This design comes from an exercise in tuning for small area on the open sky130 flow, not from production work. The RTL was checked by simulation tests, not by an equivalence proof against the original design. No activity file was given, so power comes from the tool's default toggle rates.

==> flow/design.v <==
`timescale 1ns / 1ps
module serial_tx #(
        parameter CLK_PER_BIT = 5208 
    )(
        input clk,
        input rst,
        output tx,
        input [7:0] data,
        input send
    );
    parameter CTR_SIZE = $clog2(CLK_PER_BIT);
    localparam STATE_SIZE = 2;
    localparam IDLE 	  = 2'd0,
			   START_BIT  = 2'd1,
			   DATA 	  = 2'd2,
			   STOP_BIT   = 2'd3;
    reg [CTR_SIZE-1:0] ctr_d, ctr_q;
    reg [2:0] bit_ctr_d, bit_ctr_q;
    reg [7:0] data_d, data_q;
    reg [STATE_SIZE-1:0] state_d, state_q;
    reg tx_d, tx_q;
    assign tx = tx_q;
    always @(*) begin
        tx_d = 1'b1;
        ctr_d = ctr_q;
        bit_ctr_d = bit_ctr_q;
        data_d = data_q;
        state_d = state_q;
        case (state_q)
            IDLE: begin
                    tx_d = 1'b1;
                    bit_ctr_d = 3'b0;
                    ctr_d = 1'b0;
                    if (send) begin
                        data_d = data;
                        state_d = START_BIT;
                    end
            end
            START_BIT: begin
                ctr_d = ctr_q + 1'b1;
                tx_d = 1'b0;
                if (ctr_q == CLK_PER_BIT - 1) begin
                    ctr_d = 1'b0;
                    state_d = DATA;
                end
            end
            DATA: begin
                tx_d = data_q[bit_ctr_q];
                ctr_d = ctr_q + 1'b1;
                if (ctr_q == CLK_PER_BIT - 1) begin
                    ctr_d = 1'b0;
                    bit_ctr_d = bit_ctr_q + 1'b1;
                    if (bit_ctr_q == 7) begin
                        state_d = STOP_BIT;
                    end
                end
            end
            STOP_BIT: begin
                tx_d = 1'b1;
                ctr_d = ctr_q + 1'b1;
                if (ctr_q == CLK_PER_BIT - 1) begin
                    state_d = IDLE;
                end
            end
            default: begin
                state_d = IDLE;
            end
        endcase
    end
    always @(posedge clk) begin
        if (rst) begin
            state_q <= IDLE;
            tx_q <= 1'b1;
        end else begin
            state_q <= state_d;
            tx_q <= tx_d;
        end
        data_q <= data_d;
        bit_ctr_q <= bit_ctr_d;
        ctr_q <= ctr_d;
    end
endmodule
`timescale 1ns / 1ps
module serial_rx #(
    parameter CLK_PER_BIT = 5208
  )(
    input clk,
    input rst,
    input rx,
    output [7:0] data,
    output new_data
  );
  parameter CTR_SIZE = $clog2(CLK_PER_BIT);
  localparam STATE_SIZE = 2;
  localparam IDLE 		= 2'd0,
			 WAIT_HALF  = 2'd1,
			 WAIT_FULL  = 2'd2,
			 WAIT_HIGH  = 2'd3;
  reg [CTR_SIZE-1:0] ctr_d, ctr_q;
  reg [2:0] bit_ctr_d, bit_ctr_q;
  reg [7:0] data_d, data_q;
  reg new_data_d, new_data_q;
  reg [STATE_SIZE-1:0] state_d, state_q;
  reg rx_d, rx_q;
  assign new_data = new_data_q;
  assign data = data_q;
  always @(*) begin
    rx_d = rx;
    state_d = state_q;
    ctr_d = ctr_q;
    bit_ctr_d = bit_ctr_q;
    data_d = data_q;
    new_data_d = 1'b0;
    case (state_q)
      IDLE: begin
        bit_ctr_d = 3'b0;
        ctr_d = 1'b0;
        if (rx_q == 1'b0) begin
          state_d = WAIT_HALF;
        end
      end
      WAIT_HALF: begin
        ctr_d = ctr_q + 1'b1;
        if (ctr_q == (CLK_PER_BIT >> 1)) begin
          ctr_d = 1'b0;
          state_d = WAIT_FULL;
        end
      end
      WAIT_FULL: begin
        ctr_d = ctr_q + 1'b1;
        if (ctr_q == CLK_PER_BIT - 1) begin
          data_d = {rx_q, data_q[7:1]};
          bit_ctr_d = bit_ctr_q + 1'b1;
          ctr_d = 1'b0;
          if (bit_ctr_q == 3'd7) begin
            state_d = WAIT_HIGH;
            new_data_d = 1'b1;
          end
        end
      end
      WAIT_HIGH: begin
        if (rx_q == 1'b1) begin
          state_d = IDLE;
        end
      end
      default: begin
        state_d = IDLE;
      end
    endcase
  end
  always @(posedge clk) begin
    if (rst) begin
      ctr_q <= 1'b0;
      bit_ctr_q <= 3'b0;
      new_data_q <= 1'b0;
      state_q <= IDLE;
    end else begin
      ctr_q <= ctr_d;
      bit_ctr_q <= bit_ctr_d;
      new_data_q <= new_data_d;
      state_q <= state_d;
    end
    rx_q <= rx_d;
    data_q <= data_d;
  end
endmodule
`timescale 1ns / 1ps
module servo (
    input clk,
    input rst,
    input [7:0] position,
    output pwm_out
  );
  reg pwm_d, pwm_q;
  reg [19:0] ctr_d, ctr_q;
  assign pwm_out = pwm_q;
  always @(*) begin
    ctr_d = ctr_q + 1'b1;
    if (position + 9'd165 > ctr_q[19:8])
      pwm_d = 1'b1;
    else
      pwm_d = 1'b0;
  end
  always @(posedge clk) begin
    if (rst) begin
      ctr_q <= 1'b0;
    end else begin
      ctr_q <= ctr_d;
    end
    pwm_q <= pwm_d;
  end
endmodule
`timescale 1ns / 1ps
module position(
	input clk,
	input rst,
	input [7:0] action,
	output [7:0] location_1,
	output [7:0] location_2,
	output [7:0] location_3,
	output [7:0] location_4,	
	output [7:0] ledOut
    );
assign ledOut[7:0] = led_indicate[7:0];
reg [7:0] led_indicate;
reg [26:0] ctr_d, ctr_q;    
reg [7:0] servo_pos_1_d, servo_pos_1_q;
reg [7:0] servo_pos_2_d, servo_pos_2_q;
reg [7:0] servo_pos_3_d, servo_pos_3_q;
reg [7:0] servo_pos_4_d, servo_pos_4_q;
assign location_1 = servo_pos_1_q;
assign location_2 = servo_pos_2_q;
assign location_3 = servo_pos_3_q;
assign location_4 = servo_pos_4_q;
localparam  MOTOR1_FWD = 8'b0011_0001,
 		    MOTOR1_REV = 8'b0011_0010,
		    MOTOR2_FWD = 8'b0011_0011,
 		    MOTOR2_REV = 8'b0011_0100,		    
		    MOTOR3_FWD = 8'b0011_0101,
 		    MOTOR3_REV = 8'b0011_0110,
		    MOTOR4_FWD = 8'b0011_0111,
 		    MOTOR4_REV = 8'b0011_1000,		    
		    MOTOR_IDLE = 8'b0011_0000;		  
wire tick = ~rst & (ctr_q[18:0] == 19'h3FFFF);
always @(posedge clk) begin
	if (rst) begin
		led_indicate <= MOTOR_IDLE;
		servo_pos_1_d <= 8'd128;
		servo_pos_2_d <= 8'd128;
		servo_pos_3_d <= 8'd128;
		servo_pos_4_d <= 8'd128;
	end else if (tick)
	case(action)
		MOTOR_IDLE : begin
		led_indicate <= MOTOR_IDLE;
		servo_pos_1_d <= servo_pos_1_q;
		servo_pos_2_d <= servo_pos_2_q;
		servo_pos_3_d <= servo_pos_3_q;
		servo_pos_4_d <= servo_pos_4_q;		
		end
		MOTOR1_FWD : begin
		led_indicate <= MOTOR1_FWD;
		if (servo_pos_1_q == 8'd255) servo_pos_1_d <= 8'd255;
		else servo_pos_1_d <= servo_pos_1_q + 1;
		end
		MOTOR1_REV : begin
		led_indicate <= MOTOR1_REV;
		if (servo_pos_1_q == 8'd1) servo_pos_1_d <= 8'd1;
		else servo_pos_1_d <= servo_pos_1_q - 1;
		end
		MOTOR2_FWD : begin              
		led_indicate <= MOTOR2_FWD;
		if (servo_pos_2_q == 8'd200) servo_pos_2_d <= 8'd200;
		else servo_pos_2_d <= servo_pos_2_q + 1;
		end
		MOTOR2_REV : begin              
		led_indicate <= MOTOR2_REV;
		if (servo_pos_2_q == 8'd35) servo_pos_2_d <= 8'd35;
		else servo_pos_2_d <= servo_pos_2_q - 1;
		end		
		MOTOR3_FWD : begin              
		led_indicate <= MOTOR1_FWD;
		if (servo_pos_3_q == 8'd180) servo_pos_3_d <= 8'd180;
		else servo_pos_3_d <= servo_pos_3_q + 1;
		end
		MOTOR3_REV : begin              
		led_indicate <= MOTOR1_REV;
		if (servo_pos_3_q == 8'd70) servo_pos_3_d <= 8'd70;
		else servo_pos_3_d <= servo_pos_3_q - 1;
		end
		MOTOR4_FWD : begin            
		led_indicate <= MOTOR2_FWD;
		if (servo_pos_4_q == 8'd190) servo_pos_4_d <= 8'd190;
		else servo_pos_4_d <= servo_pos_4_q + 1;
		end
		MOTOR4_REV : begin            
		led_indicate <= MOTOR2_REV;
		if (servo_pos_4_q == 8'd120) servo_pos_4_d <= 8'd120;
		else servo_pos_4_d <= servo_pos_4_q - 1;
		end
		default : begin
		led_indicate <= MOTOR_IDLE;	
		servo_pos_1_d <= 8'd128;
		servo_pos_2_d <= 8'd128;
		servo_pos_3_d <= 8'd128;
		servo_pos_4_d <= 8'd128;		
		end
	endcase
end
always @(ctr_q) begin
	ctr_d = ctr_q + 1;
end
always @(posedge clk) begin
	if (rst) ctr_q <= 27'b0;
	else ctr_q <= ctr_d;
	if (rst) begin
     servo_pos_1_q <= 8'd128;
     servo_pos_2_q <= 8'd128;
     servo_pos_3_q <= 8'd128;
     servo_pos_4_q <= 8'd128;
	end else begin
     servo_pos_1_q <= servo_pos_1_d;
     servo_pos_2_q <= servo_pos_2_d;
     servo_pos_3_q <= servo_pos_3_d;	
     servo_pos_4_q <= servo_pos_4_d;		
	end
end
endmodule
module mojo_top(
    input clk,              	 
    input rst_n,			 
    input cclk,			 
    output[7:0]led,			 
    input button,
    input uart_rx,
    output uart_tx,
    output pwmSignal_1,
    output pwmSignal_2,    
    output pwmSignal_3,
    output pwmSignal_4    
    );
wire [7:0] uart_data;
wire rst = ~rst_n;  
reg [7:0] motor;
reg new_data;
wire uart_new;
wire [7:0] value_1, value_2, value_3, value_4;
position my_position (
	.clk(clk),
	.rst(rst),
	.action(motor),         
	.location_1(value_1),   
	.location_2(value_2),
	.location_3(value_3),
	.location_4(value_4),	
	.ledOut(led)            
);
servo my_servo_1 (
    .clk(clk),
    .rst(rst),
    .position(value_1),      
    .pwm_out(pwmSignal_1)    
);
servo my_servo_2 (
    .clk(clk),
    .rst(rst),
    .position(value_2),       
    .pwm_out(pwmSignal_2)  
);
servo my_servo_3 (
    .clk(clk),
    .rst(rst),
    .position(value_3),      
    .pwm_out(pwmSignal_3)  
);
servo my_servo_4 (
    .clk(clk),
    .rst(rst),
    .position(value_4),      
    .pwm_out(pwmSignal_4)  
);
serial_rx my_serial_rx (
	.clk(clk),
	.rst(rst),
	.rx(uart_rx),
	.data(uart_data),
	.new_data(uart_new)
);
always @(posedge clk) begin
	if (rst) motor <= 8'd0;
	else if (uart_new) motor <= uart_data;
end
serial_tx my_serial_tx (
	.clk(clk),
	.rst(rst),
	.tx(uart_tx),
	.data(8'b0010_1110),     
	.send(~button)          
);
endmodule
==> flow/run.sh <==
#!/bin/bash
# synth_recipe.tcl (not shown) runs the flow's synth.tcl, then flattens the netlist and writes it again
# the make line also repeats each setting of config.mk as NAME=value (left out here)
make -C /OpenROAD-flow-scripts/flow DESIGN_CONFIG=/design/flow/config.mk WORK_HOME=/design/flow/orfs CLKGATE_MAP_FILE= SYNTH_SCRIPT=/design/flow/synth_recipe.tcl finish
==> flow/config.mk <==
export PLATFORM = sky130hd
export DESIGN_NAME = mojo_top
export DESIGN_NICKNAME = mojo_top
export VERILOG_FILES = /design/flow/design.v
export SDC_FILE = /design/flow/constraint.sdc
export NUM_CORES = 4
export LEC_CHECK = 0
export CAP_MARGIN = 20
export CORE_MARGIN = 2
export CORE_UTILIZATION = 40
export SLEW_MARGIN = 20
==> flow/constraint.sdc <==
create_clock -name core_clock -period 10.0 [get_ports {clk}]
set_input_delay 2.0000 -clock core_clock [delete_from_list [all_inputs] [get_ports {clk}]]
set_output_delay 2.0000 -clock core_clock [all_outputs]
set_load 0.01 [all_outputs]
==> qor.yml, run 1 <==
setup_path:
  setup.worst_path.class: "in -> reg"
  end_kind: "flop"
  required_ns: 10.37
  crit_fanout: 76
  slowest_stage: "a21oi_1"
  crit_buf_inv: 1
  cpLargestDelayFamily: "simple AND/OR/NAND/NOR gates"
  worst_path_largest_cell_delay_ns: 0.64
  cp.arrival_ns: 4.57
  start_kind: "input port"
  crit_chain: "buf_4 -> or3b_1 -> or4_4 -> a21oi_1 -> and3b_1 -> o21ai_0"
sta:
  skew_ns: 0.01576
  rsz0062_at_grt: "no"
  finalCritPeriodShare_pct: 41.99
  slew_viol_final: 0
  fmax_ghz: 0.2382
  finalSetupViolations: 0
  maxSlewHeadroom_pct: 38.68
  tightest_slew_ns: 0.9128
  hold_viol_final: 0
  final.min_clock_period_ns: 4.199
  tns_ns: 0
  hold_ws_ns: 0.4166
yosys:
  synth_cell_types: 76
  dominantRegCellSynth: "dfxtp_1"
  ys_ff_latch: 225
  synth_commonest_cells: "dfxtp_1, xnor2_1, nand2_1"
  synthTopCellsByArea: "dfxtp_1, ha_1, xnor2_1"
  syn-instance-count: 1397
  synth_top_area_share_pct: 35.68
  syn_area_sq_um: 12010
  ys_seq_area_share_pct: 38.43
  synth_most_common_cell: "dfxtp_1"
  synth-edff-count: 11
  yosysWarnings: 5
  avgSynthCellArea_sq_um: 8.594
  synth_top_area_cell: "dfxtp_1"
  async_flop_share_pct: 0
placed_design:
  place_congestion: 0.8214
  dp_hpwl_um: 16030
  port_buffers: 11
  placed_area_sq_um: 12390
routing:
  met2_length_um: 10440
  wl_met1_um: 11690
  num_vias: 9323
  vias_per_cell: 5.214
  ant_nets: 0
  dr.pass1.iters: 5
  wl_met3_um: 779
  highest_layer: "met4"
  drt-initial-drc-count: 574
  post_drt_wl_per_cell_um: 13.15
  drcViolationCount: 0
  wl_um: 23520
layout:
  multiInputGateArea_sq_um: 6839
  final_design_area_no_fill_sq_um: 13240
  final_layout_size_suffix_gt1_share_pct: 4.936
  fillers: 2925
  syn2layout_area_growth_pct: 10.31
  seq_area_sq_um: 4614
  nets: 1453
  antennaDiodeCount: 0
clock_network:
  clkSinkCount: 225
  cts_inserted_buffers: 25
  clk_path_buf_depth: 3
  h-tree-depth: 1
  cts_setup_buffers: 0
  tritoncts: "done"
  cts_resized: 0
  cts.clk_slew.worst_paths_ns: 0.06
  clockRootBuffer: "clkbuf_16"
  cts_hold_buf: 0
  clk_latency_ns: 0.54
floorplanning:
  initial_core_util_pct: 40.62
  core_area_sq_um: 29560
  fp.dieH_um: 177.3
  dieArea_sq_um: 31420
  io_pins: 18
  rows: 63
  die_w_um: 177.3
power_and_ir_drop:
  clkPwrFrac_pct: 46.1
  internal-power_uw: 1553
  power_density_nw_per_um2: 153.3
  max-vdd-ir-drop_v: 0.0001276
  switchingPower_uw: 477.2
  p_leak_uw: 0.004676
  seq_power_share_pct: 46.7
  switching_share_pct: 23.51
  p_comb_share_pct: 7.3
worst_hold_path:
  worstHoldPathType: "reg -> reg"
grt:
  grt_usage_pct: 15.00
  grt_max_degree: 84
  grt_pass1_vias: 8660
  grt_pass1_wl_um: 40370
  grt_overflow: 0
  grt_antenna_before_repair: 0
flow_run:
  drv_cap: 0
status:
  outcome: "timing/DRC/antenna clean"
-- area by class of cell --
cell class,instances,area share (%)
Multi-Input combinational cell,1027,51.64
Sequential cell,225,34.84
Clock buffer,36,5.564
Tap cell,390,3.684
Inverter,85,2.409
Timing Repair Buffer,15,1.039
Clock inverter,10,0.8219
-- routing by layer --
layer | global-route usage (%) | vias up
li1 | - | 4828
met1 | 20.67 | 4305
met2 | 24.55 | 150
met3 | 1.954 | 40
met4 | 4.303 | 0
met5 | 0 | -
-- power by group through the flow --
stage,clock network [uW],registers [uW],logic [uW]
finish,935,947,148
CTS,967,947,151
floorplan,0,964,118
global route,1000,950,173
detailed placement,0,967,149
global placement,0,966,146
-- registers in the layout (all words and copies together), names as in the netlist, 2 cells and up --
signal                     cells
my_position.servo_pos_1_q      8
my_position.servo_pos_4_d      8
my_position.servo_pos_3_d      8
my_servo_1.ctr_q              20
my_position.servo_pos_2_q      8
my_serial_rx.state_q           2
my_serial_tx.ctr_q            13
my_servo_4.ctr_q              20
my_serial_tx.state_q           2
my_serial_rx.ctr_q            13
my_position.servo_pos_1_d      8
my_position.ctr_q             19
my_serial_rx.data_q            8
my_position.servo_pos_3_q      8
my_position.servo_pos_4_q      8
motor                          8
my_servo_3.ctr_q              20
my_servo_2.ctr_q              20
my_serial_rx.bit_ctr_q         3
my_serial_tx.bit_ctr_q         3
my_position.led_indicate       3
my_position.servo_pos_2_d      8
-- cells by family after synthesis --
group                      Yosys count  share of synthesized area, %
xor gates and xnor gates           132                         9.629
muxes                               15                         1.261
AOI/OAI and AO/OA                  237                         12.86
adders and majority gates           69                         7.191
buffers and inverters              148                         4.794
DFF                                225                         38.43
and+or+nand+nor                    569                         25.77
other                                2                       0.06255
-- worst paths after layout --
check	start	to	slack, ns	cells past startpoint
worst min-delay path	my_position.servo_pos_1_d[7]	my_position.servo_pos_1_q[7]	0.42	2
worst max register to register	my_position.servo_pos_1_q[0]	my_servo_1.pwm_q	7.16	10
worst min register to register	my_position.servo_pos_1_d[7]	my_position.servo_pos_1_q[7]	0.42	2
worst max-delay path	rst_n	my_position.servo_pos_3_d[7]	5.80	6
-- placed cells by master (no fill, tap or decap), drive strengths merged, types with 5 or more instances in the layout --
cell type	Yosys	routed
xnor2	96	96
nand4	35	35
conb	2	5
o21a	8	8
a21oi	50	50
dfxtp	214	214
a21o	9	9
nand3b	5	5
and4	8	8
a21boi	19	19
a221oi	6	6
edfxtp	11	11
nor3	39	39
o21ai	62	62
nand2b	16	16
nand3	65	65
or2	7	7
ha	69	69
clkbuf	55	36
nor4	17	17
clkinv	1	6
xor2	36	36
a211oi	6	6
o22ai	16	16
nor2b	39	39
buf	8	5
nand2	93	93
and3	13	13
and2	88	88
inv	84	85
or4	6	6
nor2	87	87
or3	29	29
a31oi	10	10
o31ai	9	9
o2bb2ai	6	6
clkdlybuf4s50	0	10
mux2i	14	14
-- worst min-delay path: stages (launching register included) --
cell and delay [ns]:
dfxtp_1 0.30, inv_1 0.04, nand2_1 0.04
-- stage by stage --
step                power [uW]  setup slack, ns  utilization [%]  instances
CTS                       2065            5.756            44.79       1788
detailed placement        1117            5.208            41.93       1742
floorplan                 1082            6.206                -       1400
global placement          1112            5.244            41.93       1742
finish                    2030            5.801            44.80       1788
global route              2123            5.585            44.80       1788
==> inputs of run 2 (changes only) <==
==> flow/design.v (replaced) <==
module mojo_top(
    input clk,
    input rst_n,
    input cclk,
    output [7:0] led,
    input button,
    input uart_rx,
    output uart_tx,
    output pwmSignal_1,
    output pwmSignal_2,
    output pwmSignal_3,
    output pwmSignal_4
    );
wire rst = ~rst_n;
reg [19:0] ctr;
always @(posedge clk)
    if (rst) ctr <= 20'd0;
    else ctr <= ctr + 1'b1;
wire tick = ~rst & ~ctr[18] & (&ctr[17:0]);    
reg rx_q;
reg [3:0] rn;
reg [12:0] rctr;
reg [3:0] nib;      
reg [3:0] motor;    
wire r_idle = rn[3] & rn[1];
wire r_high = rn[3] & ~rn[1] & rn[0];
wire r_run  = ~rn[3] | ~rn[0];
wire r_term = rctr[12] & rctr[10] & rctr[6] & rctr[4] & rctr[2] & rctr[1] & rctr[0];  
wire r_smp  = r_run & r_term;
wire r_low  = ~rn[3] & (~rn[2] | (rn[1:0] == 2'b00));        
wire r_exp  = ~rn[3] & ~(rn[1] & rn[0]);                     
always @(posedge clk) begin
    rx_q <= uart_rx;
    if (rst | (r_high & rx_q)) rn <= 4'd15;
    else if (r_smp | (r_idle & ~rx_q)) rn <= rn + 1'b1;
    if (r_idle) rctr <= 13'd2603;
    else if (r_term) rctr <= 13'd0;
    else rctr <= rctr + 1'b1;
    if (r_smp) begin
        if (r_low) nib <= {rx_q, nib[3:1]};
        else if (rx_q != r_exp) begin
            nib[3] <= 1'b1;
            nib[0] <= 1'b1;
        end
    end
    if (rst) motor <= 4'd15;
    else if (r_high) motor <= nib;
end
reg [7:0] p1, p2, p3, p4;
reg [2:0] ledc;
assign led = {5'b00110, ledc};
always @(posedge clk) begin
    if (rst) begin
        ledc <= 3'd0;
        p1 <= 8'd128; p2 <= 8'd128; p3 <= 8'd128; p4 <= 8'd128;
    end else if (tick) begin
        case (motor)
        4'd0: ledc <= 3'd0;
        4'd1: begin ledc <= 3'd1; if (p1 != 8'd255) p1 <= p1 + 1'b1; end
        4'd2: begin ledc <= 3'd2; if (p1 != 8'd1)   p1 <= p1 - 1'b1; end
        4'd3: begin ledc <= 3'd3; if (p2 != 8'd200) p2 <= p2 + 1'b1; end
        4'd4: begin ledc <= 3'd4; if (p2 != 8'd35)  p2 <= p2 - 1'b1; end
        4'd5: begin ledc <= 3'd1; if (p3 != 8'd180) p3 <= p3 + 1'b1; end
        4'd6: begin ledc <= 3'd2; if (p3 != 8'd70)  p3 <= p3 - 1'b1; end
        4'd7: begin ledc <= 3'd3; if (p4 != 8'd190) p4 <= p4 + 1'b1; end
        4'd8: begin ledc <= 3'd4; if (p4 != 8'd120) p4 <= p4 - 1'b1; end
        default: begin
            ledc <= 3'd0;
            p1 <= 8'd128; p2 <= 8'd128; p3 <= 8'd128; p4 <= 8'd128;
        end
        endcase
    end
end
reg pw1, pw2, pw3, pw4;
always @(posedge clk) begin
    pw1 <= (p1 + 9'd165 > ctr[19:8]);
    pw2 <= (p2 + 9'd165 > ctr[19:8]);
    pw3 <= (p3 + 9'd165 > ctr[19:8]);
    pw4 <= (p4 + 9'd165 > ctr[19:8]);
end
assign pwmSignal_1 = pw1;
assign pwmSignal_2 = pw2;
assign pwmSignal_3 = pw3;
assign pwmSignal_4 = pw4;
reg [3:0] tn;
reg [12:0] tctr;
reg tx_q;
wire t_idle = tn[3] & tn[1];
wire t_stop = tn[3] & ~tn[1] & tn[0];
wire t_term = tctr[12] & tctr[10] & tctr[6] & tctr[4] & tctr[2] & tctr[1] & tctr[0];
reg t_bit;
always @(*)
    case (tn)
    4'd0, 4'd1, 4'd5, 4'd7, 4'd8: t_bit = 1'b0;
    default: t_bit = 1'b1;
    endcase
always @(posedge clk) begin
    if (rst | (t_stop & t_term)) tn <= 4'd15;
    else if (t_idle ? ~button : t_term) tn <= tn + 1'b1;
    if (t_idle | t_term) tctr <= 13'd0;
    else tctr <= tctr + 1'b1;
    if (rst) tx_q <= 1'b1;
    else tx_q <= t_bit;
end
assign uart_tx = tx_q;
endmodule
==> qor.yml, run 2 <==
status:
  outcome: "timing/DRC/antenna clean"
setup_path:
  worst_path_largest_cell_delay_ns: 0.82  # +0.18 ns
  setup.worst_path.class: "in -> reg"
  start_kind: "input port"
  cp.arrival_ns: 4.72  # +0.15 ns
  crit_chain: "clkdlybuf4s50_1 -> buf_4 -> clkinv_1 -> nor2_1 -> nand4_4 -> or4b_1 -> or3_4 -> a21oi_2"
  crit_fanout: 18  # -76%
  required_ns: 10.29  # -0.08 ns
  slowest_stage: "or4b_1"
  end_kind: "flop"
yosys:
  synth_commonest_cells: "nor2_1, dfxtp_1, ha_1"
  syn_area_sq_um: 6953  # -42%
  synth_cell_types: 76  # unchanged
  synth_most_common_cell: "nor2_1"
  dominantRegCellSynth: "dfxtp_1"
  synth_top_area_cell: "dfxtp_1"
  synth-edff-count: 4  # -7
  synthTopCellsByArea: "dfxtp_1, ha_1, xnor2_1"
  ys_seq_area_share_pct: 30.23  # -8.2 points
  ys_ff_latch: 103  # -54%
  syn-instance-count: 837  # -40%
  synth_top_area_share_pct: 28.50  # -7.2 points
  yosysWarnings: 1  # -4
  async_flop_share_pct: 0  # unchanged
  avgSynthCellArea_sq_um: 8.307  # -3.3%
routing:
  vias_per_cell: 5.287  # +1.4%
  drcViolationCount: 0  # unchanged
  wl_um: 14800  # -37%
  drt-initial-drc-count: 313  # -45%
  post_drt_wl_per_cell_um: 13.85  # +5.3%
  num_vias: 5652  # -39%
  dr.pass1.iters: 5  # unchanged
  ant_nets: 0  # unchanged
power_and_ir_drop:
  clkPwrFrac_pct: 33.7  # -12 points
  seq_power_share_pct: 47.4  # +0.7 points
  max-vdd-ir-drop_v: 0.0001362  # +6.8%
  power_density_nw_per_um2: 141.8  # -7.5%
  switching_share_pct: 33.11  # +9.6 points
  p_leak_uw: 0.002817  # -40%
  p_comb_share_pct: 18.9  # +12 points
  switchingPower_uw: 354.4  # -26%
  internal-power_uw: 715.7  # -54%
  p_total_uw: 1070  # -47%
clock_network:
  cts_resized: 0  # unchanged
  cts_hold_buf: 0  # unchanged
  clk_path_buf_depth: 2  # -1
  tritoncts: "done"
  cts.clk_slew.worst_paths_ns: 0.07  # about the same
  h-tree-depth: 3  # +2
  clockRootBuffer: "clkbuf_16"
  cts_inserted_buffers: 9  # -64%
  clkSinkCount: 103  # -54%
  cts_setup_buffers: 0  # unchanged
  clk_latency_ns: 0.35  # -0.19 ns
placed_design:
  dp_hpwl_um: 10570  # -34%
  place_congestion: 0.8448  # +2.8%
  dp_cells: 1053  # -40%
  port_buffers: 11  # unchanged
layout:
  final_cell_mix: "nor2_1, dfxtp_1, ha_1, nand2_1, a21oi_1"
  syn2layout_area_growth_pct: 8.566
  final_layout_size_suffix_gt1_share_pct: 5.687  # +0.75 points
  largest_reg_flops: 20
  antennaDiodeCount: 0  # unchanged
  reg_top3: "ctr x20, rctr x13, tctr x13"
  fillers: 1724  # -41%
  postLayoutCoreUtil_pct: 44.10  # -0.70 points
  nets: 920  # -37%
  largest-register: "ctr"
  final_cell_count_no_fill: 1069  # -40%
  final_common_cell: "nor2_1"
sta:
  slew_viol_final: 0  # unchanged
  finalCritPeriodShare_pct: 44.33  # +2.3 points
  hold_ws_ns: 0.4199  # +0.003386 ns
  fmax_ghz: 0.2256  # -5.3%
  tightest_slew_ns: 0.9193  # +0.006499 ns
  skew_ns: 0.007440  # -0.008319 ns
  finalSetupViolations: 0  # unchanged
  rsz0062_at_grt: "no"
  hold_viol_final: 0  # unchanged
  maxSlewHeadroom_pct: 38.24  # -0.44 points
  final.min_clock_period_ns: 4.433  # +0.2341 ns
  tns_ns: 0  # unchanged
grt:
  grt_max_degree: 50  # -40%
  grt_pass1_vias: 5408  # -38%
  grt_pass1_wl_um: 26030  # -36%
  grt_usage_pct: 17.29  # +2.3 points
  grt_overflow: 0  # unchanged
  grt_antenna_before_repair: 0  # unchanged
floorplanning:
  die_w_um: 135.8  # -23%
  core_area_sq_um: 17120  # -42%
  initial_core_util_pct: 40.62  # about the same
  fp.dieH_um: 135.8  # -23%
  dieArea_sq_um: 18450  # -41%
  rows: 48  # -24%
  io_pins: 18  # unchanged
flow_run:
  drv_cap: 0  # unchanged
worst_hold_path:
  worstHoldPathType: "reg -> reg"
## run 2: critical path, delay by kind of cell
family                 cells  cell delay [ns]
AOI/OAI and AO/OA          1             0.13
buffers and inverters      3             0.85
and+or+nand+nor            4             1.73
## run 2: layout make-up
| type | instances | area (sq um) | area share (%) |
|---|---|---|---|
| clock inverter | 5 | 48.80 | 0.6464 |
| timing repair buffer | 16 | 147.6 | 1.956 |
| tap | 225 | 281.5 | 3.729 |
| inverter | 39 | 146.4 | 1.939 |
| sequential | 103 | 2102 | 27.85 |
| multi-input combinational | 670 | 4568 | 60.52 |
| clock buffer | 11 | 254.0 | 3.365 |
## run 2: stage by stage
stage	cell area [sq um]	worst slack (ns)
3_5_place_dp	7246	5.208
4_1_cts	7548	5.578
2_1_floorplan	6964	6.235
3_3_place_gp	7246	5.253
5_1_grt	7548	5.379
6_report	7548	5.567
## run 2: worst paths after layout
check                start  endpoint  slack [ns]  cells past startpoint
setup / recovery     rst_n     p1[5]        5.57                      8
hold / removal     rctr[0]   rctr[0]        0.42                      1
setup reg to reg  motor[1]     p3[7]        6.69                      9
hold reg to reg    rctr[0]   rctr[0]        0.42                      1
## run 2: cell families after synthesis
| family | share of synthesized area, % |
|---|---|
| AO/OA/AOI/OAI | 13.62 |
| XOR/XNOR | 10.08 |
| adder cells (fa/ha/maj) | 14.00 |
| buffers and inverters | 4.229 |
| flip-flops | 30.23 |
| multiplexers | 3.113 |
| other | 0.1080 |
| AND/OR/NAND/NOR | 24.62 |
## run 2: metal layers
layer	share of wire, %	GRT usage, %
met2	45	28.23
met4	1.1	4.167
met5	0	0
met3	2.2	2.461
met1	52	24.14
## run 2: power groups by stage
stage	combinational (uW)	sequential, uW	clock [uW]
after CTS	206	506	373
after global placement	202	515	0
after global routing	233	514	383
final	202	507	360
after floorplan	180	487	0
after detailed placement	205	515	0

==> static timing again, ports no longer ideal <==
How much do the figures lean on ideal ports? The routed layouts below were timed once more, with nothing changed but the port constraints.
Step 1: set_driving_cell puts a clkbuf_16 on clk and a buf_2 on each other input, an assumption about the parent block.
Step 2 times the ports against the registers' clock, not the clock port: input delays grow and output delays shrink by t, the midpoint of the rising clock arrivals with the driver on.
Three values: ideal ports, drivers, drivers and shift; two values: the first two.
| run | t, ns | setup slack, ns | clock arrival spread, ns | worst register clock-pin slew, ns | cell pins on the clock port's net |
|---|---|---|---|---|---|
| run 1 | 0.578 | 5.801 / 5.822 / 5.244 | 0.016 / 0.016 | 0.07 / 0.07 | 1 |
| run 2 | 0.394 | 5.567 / 5.590 / 5.196 | 0.007 / 0.008 | 0.08 / 0.08 | 1 |
After both steps every run listed still meets setup and hold. For run 1, which loses most, drivers alone change the setup slack by +0.021 ns; drivers and shift together by -0.557 ns.
